What follows belongs to an exercise in optimizing a design on an open flow for small area; a production flow would make more cautious choices. Only simulation tests tie the RTL to the original design; equivalence was not proved. No driver is modelled on the clock port, so clock power and skew are understated where the tree is cut down; a real chip needs a root buffer or a tree.

==> inputs of run G <==
==> flow/design.v <==
module top_level
  (input wire clk, reset,
   input wire [7:0] d,
   output wire servo, pwm,
   output wire [7:0] leds
  );
  reg [2:0] s_hi;
  reg       s_lo31;
  always @(posedge clk, posedge reset)
    if (reset) begin
      s_hi   <= 3'd0;
      s_lo31 <= 1'b0;
    end else begin
      s_hi   <= d[7:5];
      s_lo31 <= &d[4:0];
    end
  genvar i;
  generate
    for (i = 0; i < 8; i = i + 1) begin : g_leds
      assign leds[i] = (s_hi > i) || ((s_hi == i) && s_lo31);
    end
  endgenerate
  reg [5:0] c;
  reg [5:0] q;
  reg [6:0] a;
  reg [4:0] b;
  wire [11:0] ab = {b, a};
  wire c1  = (~c[0] & c[2] & ~c[3] & c[5]);
  wire c2  = (c[0] & ~c[1] & c[3] & ~c[4]);
  wire c3  = (c[1] & ~c[2] & c[4] & ~c[5]);
  wire c48 = (~c[0] & ~c[1] & c[2] & ~c[4] & c[5]);
  wire q1  = (~q[0] & ~q[1] & ~q[2] & ~q[3] & ~q[5]);
  wire q2  = (q[0] & ~q[1] & ~q[2] & ~q[4] & q[5]);
  wire q7  = (q[0] & ~q[1] & q[2] & q[3] & q[4] & q[5]);
  wire q23 = (~q[0] & q[1] & q[2] & ~q[3] & ~q[5]);
  wire qx  = (~q[0] & q[1] & ~q[2] & ~q[3] & ~q[4]) | (~q[0] & ~q[1] & ~q[2] & ~q[3] & q[4]);
  wire rt   = c1 & q1;
  wire fire = c2 & q2 & (~ab[0] & ~ab[1] & ~ab[2] & ab[3] & ~ab[4] & ~ab[5] & ab[6] & ab[7] & ~ab[8] & ~ab[9] & ab[10] & ab[11]);
  always @(posedge clk, posedge reset)
    if (reset)
      c <= 6'd51;
    else
      c <= {c[4], c[3], c[2], (c[1] & ~c1), c[0], (c[5] ^ c[0])};
  always @(posedge clk, posedge reset)
    if (reset)
      q <= 6'd8;
    else
      q <= {q[4], q[3], (q[2] | q1), q[1], q[0], (q[5] ^ q[4])};
  always @(posedge clk, posedge reset)
    if (reset) begin
      a <= 7'd8;
      b <= 5'd16;
    end else begin
      a <= {a[5], a[4], a[3], (a[2] | fire), a[1], a[0], ~(a[6] ^ a[3])};
      b <= {b[3], b[2], (b[1] | fire), b[0], ~(b[4] ^ b[1])};
    end
  reg [1:0] succ;
  reg       servo_reg;
  wire      hit = c48 & ~qx & (d > 8'd75);
  always @(posedge clk, posedge reset)
    if (reset) begin
      succ      <= 2'd0;
      servo_reg <= 1'b0;
    end else if (rt) begin
      succ      <= 2'd0;
      servo_reg <= succ[1] & ~succ[0];
    end else if (hit)
      succ <= {succ[1] | succ[0], ~succ[1]};
  assign servo = servo_reg;
  reg dsel;         
  reg pwm_reg;
  always @(posedge clk)
    if (rt & ~pwm_reg)
      dsel <= servo_reg;
  wire off1 = c3 & q23 & (~ab[4] & ~ab[7] & ~ab[10]);
  wire off0 = c3 & q7 & (~ab[1] & ab[3] & ab[4]);
  always @(posedge clk, posedge reset)
    if (reset)
      pwm_reg <= 1'b0;
    else if (fire)
      pwm_reg <= 1'b1;
    else if (dsel ? off1 : off0)
      pwm_reg <= 1'b0;
  assign pwm = pwm_reg;
endmodule
==> flow/flow/run.sh <==
#!/bin/bash
# The standard layout, with two changes:
#  - each port's buffer is a sky130_fd_sc_hd__buf_1 (buffer_ports -buffer_cell)
#  - the clock tree is a single clock buffer between the clock port and all
#    registers (flow/cts_hook.tcl, sourced by ORFS before its CTS command)
set -euo pipefail
export BUFFER_PORTS_ARGS="-buffer_cell sky130_fd_sc_hd__buf_1"
export PRE_CTS_TCL="$PWD/flow/cts_hook.tcl"
bash standard.sh finish > standard_flow.log 2>&1
==> flow/flow/cts_hook.tcl <==
# Sourced by ORFS's cts.tcl just before it runs clock_tree_synthesis: the
# design has few registers, so one buffer (buf_12), placed at the centre of
# the registers it drives, replaces the H-tree.
rename clock_tree_synthesis _orfs_clock_tree_synthesis
proc clock_tree_synthesis { args } {
  set block [ord::get_db_block]
  set n 0; set sx 0; set sy 0
  foreach inst [$block getInsts] {
    if { [[$inst getMaster] isSequential] } {
      set bb [$inst getBBox]
      set sx [expr { $sx + ([$bb xMin] + [$bb xMax]) / 2 }]
      set sy [expr { $sy + ([$bb yMin] + [$bb yMax]) / 2 }]
      incr n
    }
  }
  set dbu [$block getDbUnitsPerMicron]
  set x [expr { double($sx) / $n / $dbu }]
  set y [expr { double($sy) / $n / $dbu }]
  puts "cts_hook: one buf_12 for $n registers at ($x, $y)"
  insert_buffer -buffer_cell sky130_fd_sc_hd__buf_12 -net clk -location [list $x $y] -buffer_name clkbuf_root -net_name clk_root
  set_propagated_clock [all_clocks]
}
==> flow/standard.sh <==
#!/bin/bash
# synth_recipe.tcl (not shown) runs the flow's synth.tcl, then flattens the netlist and writes it again
# the make line also repeats each setting of config.mk as NAME=value (left out here)
make -C /OpenROAD-flow-scripts/flow DESIGN_CONFIG=/design/flow/config.mk WORK_HOME=/design/flow/orfs CLKGATE_MAP_FILE= SYNTH_SCRIPT=/design/flow/synth_recipe.tcl "${@:-finish}"
==> flow/config.mk <==
export PLATFORM = sky130hd
export DESIGN_NAME = top_level
export DESIGN_NICKNAME = top_level
export VERILOG_FILES = /design/flow/design.v
export SDC_FILE = /design/flow/constraint.sdc
export NUM_CORES = 4
export LEC_CHECK = 0
export CAP_MARGIN = 0
export CORE_MARGIN = 2
export CORE_UTILIZATION = 40
export PLACE_DENSITY = 0.85
export SLEW_MARGIN = 0
==> flow/constraint.sdc <==
create_clock -name core_clock -period 20.0 [get_ports {clk}]
set_input_delay 4.0000 -clock core_clock [delete_from_list [all_inputs] [get_ports {clk}]]
set_output_delay 4.0000 -clock core_clock [all_outputs]
set_load 0.01 [all_outputs]
==> run K: changes against run G <==
==> flow/design.v (replaced) <==
module top_level
  (input wire clk, reset,
   input wire [7:0] d,
   output wire servo, pwm,
   output wire [7:0] leds
  );
  reg [2:0] s_hi;
  reg       s_lo31;
  always @(posedge clk, posedge reset)
    if (reset) begin
      s_hi   <= 3'd0;
      s_lo31 <= 1'b0;
    end else begin
      s_hi   <= d[7:5];
      s_lo31 <= &d[4:0];
    end
  genvar i;
  generate
    for (i = 0; i < 8; i = i + 1) begin : g_leds
      assign leds[i] = (s_hi > i) || ((s_hi == i) && s_lo31);
    end
  endgenerate
  reg [5:0] c;
  reg [5:0] q;
  reg [6:0] a;
  reg [4:0] b;
  wire [11:0] ab = {b, a};
  wire c1  = (~c[0] & c[2] & ~c[3] & c[5]);
  wire c2  = (c[0] & ~c[1] & c[3] & ~c[4]);
  wire c3  = (c[1] & ~c[2] & c[4] & ~c[5]);
  wire c48 = (~c[0] & ~c[1] & c[2] & ~c[4] & c[5]);
  wire q1  = (q[0] & ~q[1] & ~q[2] & ~q[4] & q[5]);
  wire q2  = (~q[0] & q[1] & ~q[2] & ~q[3] & ~q[5]);
  wire q7  = (~q[0] & q[2] & ~q[4] & ~q[5]);
  wire q23 = (~q[0] & ~q[1] & ~q[2] & q[3] & ~q[4]);
  wire qx  = (q[0] & ~q[1] & q[3] & ~q[4] & q[5]) | (q[0] & ~q[1] & q[2] & q[3] & q[4] & ~q[5]);
  wire rt   = c1 & q1;                         
  wire fire = rt & (ab[0] & ab[1] & ab[2] & ~ab[3] & ~ab[4] & ab[5] & ab[6] & ab[7] & ab[8] & ab[9] & ab[10] & ~ab[11]);   
  always @(posedge clk, posedge reset)
    if (reset)
      c <= 6'd51;
    else
      c <= {c[4:0], c[5] ^ c[0]} ^ {3'd0, c1, 2'd0};
  always @(posedge clk, posedge reset)
    if (reset)
      q <= 6'd52;
    else
      q <= {q[4:0], q[5] ^ q[0]} ^ {5'd0, q23};
  always @(posedge clk, posedge reset)
    if (reset) begin
      a <= 7'd105;
      b <= 5'd5;
    end else begin
      a <= {a[5], a[4], a[3], a[2], a[1], a[0], (~(a[6] ^ a[5]) & ~fire)};
      b <= {b[3], (b[2] & ~fire), b[1], b[0], ~(b[4] ^ b[2])};
    end
  reg [1:0] succ;
  reg       servo_reg;
  always @(posedge clk, posedge reset)
    if (reset) begin
      succ      <= 2'd0;
      servo_reg <= 1'b0;
    end else if (rt) begin
      succ      <= 2'd0;
      servo_reg <= &succ;
    end else if (c48 && !qx && (d > 8'd75) && !(&succ))
      succ <= succ + 2'd1;
  assign servo = servo_reg;
  reg dsel;         
  reg pwm_reg;      
  always @(posedge clk)
    if (fire)
      dsel <= servo_reg;
  wire off1 = c3 & q23 & (~ab[2] & ~ab[3] & ab[6]);
  wire off0 = c3 & q7 & (ab[1] & ~ab[5] & ab[10]);
  always @(posedge clk, posedge reset)
    if (reset)
      pwm_reg <= 1'b0;
    else if (fire)
      pwm_reg <= 1'b1;
    else if (dsel ? off1 : off0)
      pwm_reg <= 1'b0;
  wire first = c2 & q2 & (ab[2] & ~ab[5] & ab[8]);
  assign pwm = pwm_reg & ~first;
endmodule
==> flow/run.sh (new file) <==
#!/bin/bash
# synth_recipe.tcl (not shown) runs the flow's synth.tcl, then flattens the netlist and writes it again
# the make line also repeats each setting of config.mk as NAME=value (left out here)
make -C /OpenROAD-flow-scripts/flow DESIGN_CONFIG=/design/flow/config.mk WORK_HOME=/design/flow/orfs CLKGATE_MAP_FILE= SYNTH_SCRIPT=/design/flow/synth_recipe.tcl finish
CAP_MARGIN = 20   (was 0)
CORE_UTILIZATION = 70   (was 40)
CTS_BUF_LIST = sky130_fd_sc_hd__clkbuf_4   (was default)
PLACE_DENSITY = default   (was 0.85)
SLEW_MARGIN = 20   (was 0)
removed: flow/flow/run.sh
removed: flow/flow/cts_hook.tcl
removed: flow/standard.sh
==> qor.csv <==
metric;value;unit
Synth Area in XOR/XNOR;3.39;%
pre-CTS WS;14430;ps
worst r2r src;c[5]$_DFF_PP1_;
multi-input logic cell count;62;
Tapcell Cnt;25;
Post-Synth Adder-Cell Area;0.968;%
status;complete, no violations;
core area;1730;um2
crit path to;pwm;
That was run K.
==> qor.csv <==
metric;value;unit
crit path to;leds[4];
worst r2r src;q[5]$_DFF_PP0_;
Slowest cell on crit path;dfrtp_1;
status;complete, no violations;
core area;2980;um2
multi-input logic cell count;59;
Synth Area in XOR/XNOR;3.59;%
Tapcell Cnt;33;
That was run G.
The clock cells of run G come from the design's own scripts or RTL, not from TritonCTS.

[what the ideal ports hide]
No port has a modelled driver above. Below, the same layouts with a new extraction and two added sets of constraints.
Step 1: set_driving_cell puts a clkbuf_16 on clk and a buf_2 on each other input, an assumption about the parent block.
Step 2 adds t to the input delays and takes it off the output delays; t is the mean of the earliest and latest rising clock arrival at the registers after step 1. Input paths then give back, and output paths get back, about the clock's delay inside the block.
Slacks: ideal / step 1 / step 2; pairs: ideal / step 1.
run	shift t [ns]	setup slack, ns	worst slew at a driven data input, ns
run G	0.171	14.947 / 14.922 / 14.807	0.03
run K	0.351	13.980 / 13.956 / 14.307	0.06
After both steps every run listed still meets setup and hold. The setup slack of run G, which loses most, moves by -0.025 ns with the drivers and by -0.140 ns with both steps.
